Source: an optimization exercise on an open RTL-to-GDS flow (aim: small area). Production flows keep margins and buffers that such runs may drop.
The RTL was checked by simulation tests, not by an equivalence proof against the original design.
The flow treats the clock pin as an ideal source, which a real chip does not have.
Power figures rest on the tool's default switching activity, not on a simulated workload.

== run 1 ==
==> flow/design.v (excerpt) <==
module SYNC_FIFO #(
	parameter WIDTH  = 8,
	parameter DEPTH  = 16,
	parameter PTR_W  = $clog2(DEPTH)
)(
	input CLK,
	input RSTn,
	input WR_EN, RD_EN,
	input [WIDTH-1:0] DATA_IN,
	output FIFO_FULL, FIFO_EMPTY,
	output [WIDTH-1:0] DATA_OUT
);
Size: about 260 cells after synthesis, ~140 flip-flops, roughly 22 I/O pins.
==> flow/config.mk <==
export PLATFORM = sky130hd
export DESIGN_NAME = SYNC_FIFO
export DESIGN_NICKNAME = SYNC_FIFO
export VERILOG_FILES = /design/flow/design.v
export SDC_FILE = /design/flow/constraint.sdc
export NUM_CORES = 4
export LEC_CHECK = 0
export CAP_MARGIN = 5
export CORE_MARGIN = 2
export CORE_UTILIZATION = 55
export PLACE_DENSITY = 0.65
export SLEW_MARGIN = 5
==> flow/constraint.sdc <==
create_clock -name core_clock -period 5.0 [get_ports {CLK}]
set_input_delay 1.0000 -clock core_clock [delete_from_list [all_inputs] [get_ports {CLK}]]
set_output_delay 1.0000 -clock core_clock [all_outputs]
set_load 0.01 [all_outputs]
standard.sh (not shown) runs the stock make flow with config.mk's settings and CLKGATE_MAP_FILE= SYNTH_SCRIPT=/design/flow/synth_recipe.tcl, a recipe that flattens the netlist after the stock synthesis.
==> flow/flow/run.sh <==
#!/bin/bash
# Standard layout (standard.sh) with these changes:
#  - synthesis: synth_pre.tcl replaces ORFS's ABC call (see there); the read
#    mux bit and the read decoder are kept as modules until after mapping,
#    then flattened by synth_recipe.tcl as usual; the mux bit and the top
#    module's own logic use ABC's area mapper
#  - a lighter clock tree (clkbuf_4, no dummy loads), with post_cts.tcl
#    upsizing any clock buffer whose flip-flops see a slow clock edge
#  - the smallest buffer on each port
# make's output goes to make.log; each ORFS step logs under orfs/logs/.
set -euo pipefail
cat flow/synth_pre.tcl synth_recipe.tcl > my_synth.tcl
bash standard.sh finish \
  "SYNTH_SCRIPT=$PWD/my_synth.tcl" \
  "SYNTH_KEEP_MODULES=FIFO_RDMUX FIFO_RDDEC" \
  "ABC_AMAP_MODULES=FIFO_RDMUX SYNC_FIFO" \
  "POST_CTS_TCL=$PWD/flow/post_cts.tcl" "CLK_SLEW_TARGET=1.2e-10" \
  "CTS_ARGS=-sink_clustering_enable -repair_clock_nets -dont_use_dummy_load -buf_list sky130_fd_sc_hd__clkbuf_4" \
  "BUFFER_PORTS_ARGS=-buffer_cell sky130_fd_sc_hd__buf_1" \
  > make.log 2>&1
==> flow/flow/post_cts.tcl <==
# After CTS: upsize any clock buffer whose sinks see a slew above the
# threshold, one drive step at a time, then re-legalize the placement.
set clk_slew_limit 1.00e-10
if { [info exists ::env(CLK_SLEW_TARGET)] } { set clk_slew_limit $::env(CLK_SLEW_TARGET) }
set up_next [dict create \
  sky130_fd_sc_hd__clkbuf_1 sky130_fd_sc_hd__clkbuf_2 \
  sky130_fd_sc_hd__clkbuf_2 sky130_fd_sc_hd__clkbuf_4 \
  sky130_fd_sc_hd__clkbuf_4 sky130_fd_sc_hd__clkbuf_8 \
  sky130_fd_sc_hd__clkbuf_8 sky130_fd_sc_hd__clkbuf_16]
proc clk_sink_slew { inst } {
  set mx 0
  set net [[$inst findITerm X] getNet]
  foreach it [$net getITerms] {
    if { [$it isOutputSignal] } { continue }
    if { [string match *clkbuf* [[[$it getInst] getMaster] getName]] } { continue }
    set pin [get_pins [[$it getInst] getName]/[[$it getMTerm] getName]]
    foreach s [list [get_property $pin slew_max_rise] [get_property $pin slew_max_fall]] {
      if { $s > $mx } { set mx $s }
    }
  }
  return $mx
}
for { set pass 0 } { $pass < 4 } { incr pass } {
  estimate_parasitics -placement
  set changed 0
  foreach inst [[ord::get_db_block] getInsts] {
    set m [[$inst getMaster] getName]
    if { ![dict exists $up_next $m] } { continue }
    if { [[[$inst findITerm X] getNet] getSigType] ne "CLOCK" } { continue }
    set s [clk_sink_slew $inst]
    if { $s * 1e-9 > $clk_slew_limit } {
      puts "post_cts: [$inst getName] $m sink slew $s -> [dict get $up_next $m]"
      replace_cell [get_cells [$inst getName]] [dict get $up_next $m]
      incr changed
    }
  }
  if { $changed == 0 } { break }
}
detailed_placement
check_placement -verbose
estimate_parasitics -placement
==> flow/flow/synth_pre.tcl <==
# Sourced ahead of synth_recipe.tcl. Replaces ORFS's ABC call: the modules in
# ABC_AMAP_MODULES (kept whole through mapping) are mapped with ABC's area
# mapper, the rest with ABC's default script. ORFS's delay target and output
# load are dropped: the layout's repair sizes the cells afterwards.
proc abc {args} {
  set out {}; set skip 0
  foreach a $args {
    if { $skip } { set skip 0; continue }
    if { $a in {-script -constr -D} } { set skip 1; continue }
    lappend out $a
  }
  if { [info exists ::env(ABC_AMAP_MODULES)] && $::env(ABC_AMAP_MODULES) ne "" } {
    yosys abc {*}$out -script "+strash;amap" {*}$::env(ABC_AMAP_MODULES)
  }
  # cells already mapped above are left alone by this call
  yosys abc {*}$out
}
Run 1 finished end to end and its layout was clean on timing, DRC and antenna.
For run 2, these inputs were changed with respect to run 1:
==> flow/flow/run.sh <==
#!/bin/bash
# Standard layout (standard.sh) with these changes:
#  - synthesis: synth_pre.tcl replaces ORFS's ABC call (see there); the read
#    mux bit and the read decoder are kept as modules until after mapping,
#    then flattened by synth_recipe.tcl as usual
#  - a lighter clock tree (clkbuf_4, no dummy loads), with post_cts.tcl
#    upsizing any clock buffer whose flip-flops see a slow clock edge
#  - the smallest buffer on each port
# make's output goes to make.log; each ORFS step logs under orfs/logs/.
set -euo pipefail
cat flow/synth_pre.tcl synth_recipe.tcl > my_synth.tcl
bash standard.sh finish \
  "SYNTH_SCRIPT=$PWD/my_synth.tcl" \
  "SYNTH_KEEP_MODULES=FIFO_RDMUX FIFO_RDDEC" \
  "ABC_AMAP_MODULES=FIFO_RDMUX" \
  "POST_CTS_TCL=$PWD/flow/post_cts.tcl" "CLK_SLEW_TARGET=1.2e-10" \
  "CTS_ARGS=-sink_clustering_enable -repair_clock_nets -dont_use_dummy_load -buf_list sky130_fd_sc_hd__clkbuf_4" \
  "BUFFER_PORTS_ARGS=-buffer_cell sky130_fd_sc_hd__buf_1" \
  > make.log 2>&1
On share of total power in combinational logic: between run 1 and run 2, it ends up lower for run 1. Diff run 1 -> run 2: peak supply drop shows an increase of about 50%, starting density of the core shows an increase of 0.16 points. Any difference in design area between run 1 and run 2 is small enough to ignore. Data required time at the worst endpoint delta for run 2 relative to run 1: 1.41 ns lower. Run 1 -> run 2: synthesized area flat. Relative to run 1, the total sequential power measured on run 2 has increased by a few percent. Going from run 1 to run 2, switching share of power picked up an extra 1.8 points, leakage power figure saw little to no change. Diff run 1..run 2 | number of synthesized flops with an enable pin | unchanged. Run 2 vs. run 1: share of cells above drive strength 1 went down by 0.15 points.
## Diff of input files: run 3 against run 2
# run 2
export LEC_CHECK = 0
export CAP_MARGIN = 5
export CORE_MARGIN = 2
export CORE_UTILIZATION = 55
export PLACE_DENSITY = 0.65
export SLEW_MARGIN = 5
create_clock -name core_clock -period 5.0 [get_ports {CLK}]
# run 3
export LEC_CHECK = 0
export CAP_MARGIN = 5
export CORE_MARGIN = 2
export CORE_UTILIZATION = 40
export SLEW_MARGIN = 5
create_clock -name core_clock -period 5.0 [get_ports {CLK}]
[summary]
Share of the clock period used by the worst path was higher in the run labelled run 2. Compared with run 2, run 3 shows count of fill cells added during filler insertion higher by 60%. Die area delta (run 3 − run 2): unfavourable. In terms of portion of total power attributed to the clock network, run 3 and run 2 differ only marginally. Setup WNS run 2 -> run 3: better.
diff inputs: run 3 => run 4
# run 3
export LEC_CHECK = 0
export CAP_MARGIN = 5
export CORE_MARGIN = 2
export CORE_UTILIZATION = 40
export SLEW_MARGIN = 5
create_clock -name core_clock -period 5.0 [get_ports {CLK}]
# run 4
export LEC_CHECK = 0
export CAP_MARGIN = 20
export CORE_MARGIN = 2
export CORE_UTILIZATION = 40
export SLEW_MARGIN = 20
create_clock -name core_clock -period 5.0 [get_ports {CLK}]
-- flow/flow/run.sh --
<<< run 3, line 14
  "SYNTH_KEEP_MODULES=FIFO_RDMUX FIFO_RDDEC" \
  "ABC_AMAP_MODULES=FIFO_RDMUX" \
  "POST_CTS_TCL=$PWD/flow/post_cts.tcl" "CLK_SLEW_TARGET=1.2e-10" \
  "CTS_ARGS=-sink_clustering_enable -repair_clock_nets -dont_use_dummy_load -buf_list sky130_fd_sc_hd__clkbuf_4" \
  "BUFFER_PORTS_ARGS=-buffer_cell sky130_fd_sc_hd__buf_1" \
>>> run 4, line 14
  "SYNTH_KEEP_MODULES=FIFO_RDMUX FIFO_RDDEC" \
  "ABC_AMAP_MODULES=FIFO_RDMUX" \
  "POST_CTS_TCL=$PWD/flow/post_cts.tcl" "CLK_SLEW_TARGET=1.1e-10" \
  "CTS_ARGS=-sink_clustering_enable -repair_clock_nets -dont_use_dummy_load -buf_list sky130_fd_sc_hd__clkbuf_4" \
  "BUFFER_PORTS_ARGS=-buffer_cell sky130_fd_sc_hd__buf_1" \
--- outcome ---
From run 4 to run 3, number of top-level design ports did not move at all.
Run 4 -> run 3: utilization of the core after routing flat
As far as met1 usage is concerned, run 4 and run 3 perform about the same.
As far as proportion of cell area occupied by multi-input gates is concerned, run 4 and run 3 perform about the same.
Number of nets in the final layout came out exactly the same in run 3 and run 4.
From run 3 to run 4 the numbers moved as follows: overall track demand over capacity in global routing closely matched the old numbers, fmax decreased by about 1% relative to the old numbers, register share of total power decreased by 0.4 points relative to the old numbers, least setup slack across all paths after layout decreased by 0.026 ns relative to the old numbers, area of all placed cells without fillers increased by 0.32% relative to the old numbers.
Comparing worst hold margin for run 3 and run 4, the smaller number came from run 3.

separate check: timing with driven ports:
The results above use ideal ports. As a check the final layouts listed here were re-extracted and re-timed, cells and wires unchanged. Step 1 assumes that a clkbuf_16 drives the clock port and a buf_2 every other input. Step 2 also shifts input and output timing later by t, the mid clock arrival at the registers, as if the neighbouring blocks saw the same clock. Slacks: no drivers / after step 1 / after step 2; pairs: no drivers / after step 1.
run	shift t [ns]	slack for setup (ns)	hold WS [ns]
run 1	0.516	2.081 / 2.057 / 1.570	0.427 / 0.427 / 0.427
run 2	0.511	2.279 / 2.247 / 2.261	0.429 / 0.429 / 0.429
run 3	0.524	2.306 / 2.273 / 2.497	0.424 / 0.424 / 0.424
run 4	0.524	2.280 / 2.247 / 2.498	0.432 / 0.432 / 0.432
After both steps setup and hold are still met in every run listed. The setup slack of run 1, which loses most, moves by -0.024 ns with the drivers and by -0.511 ns with both steps.
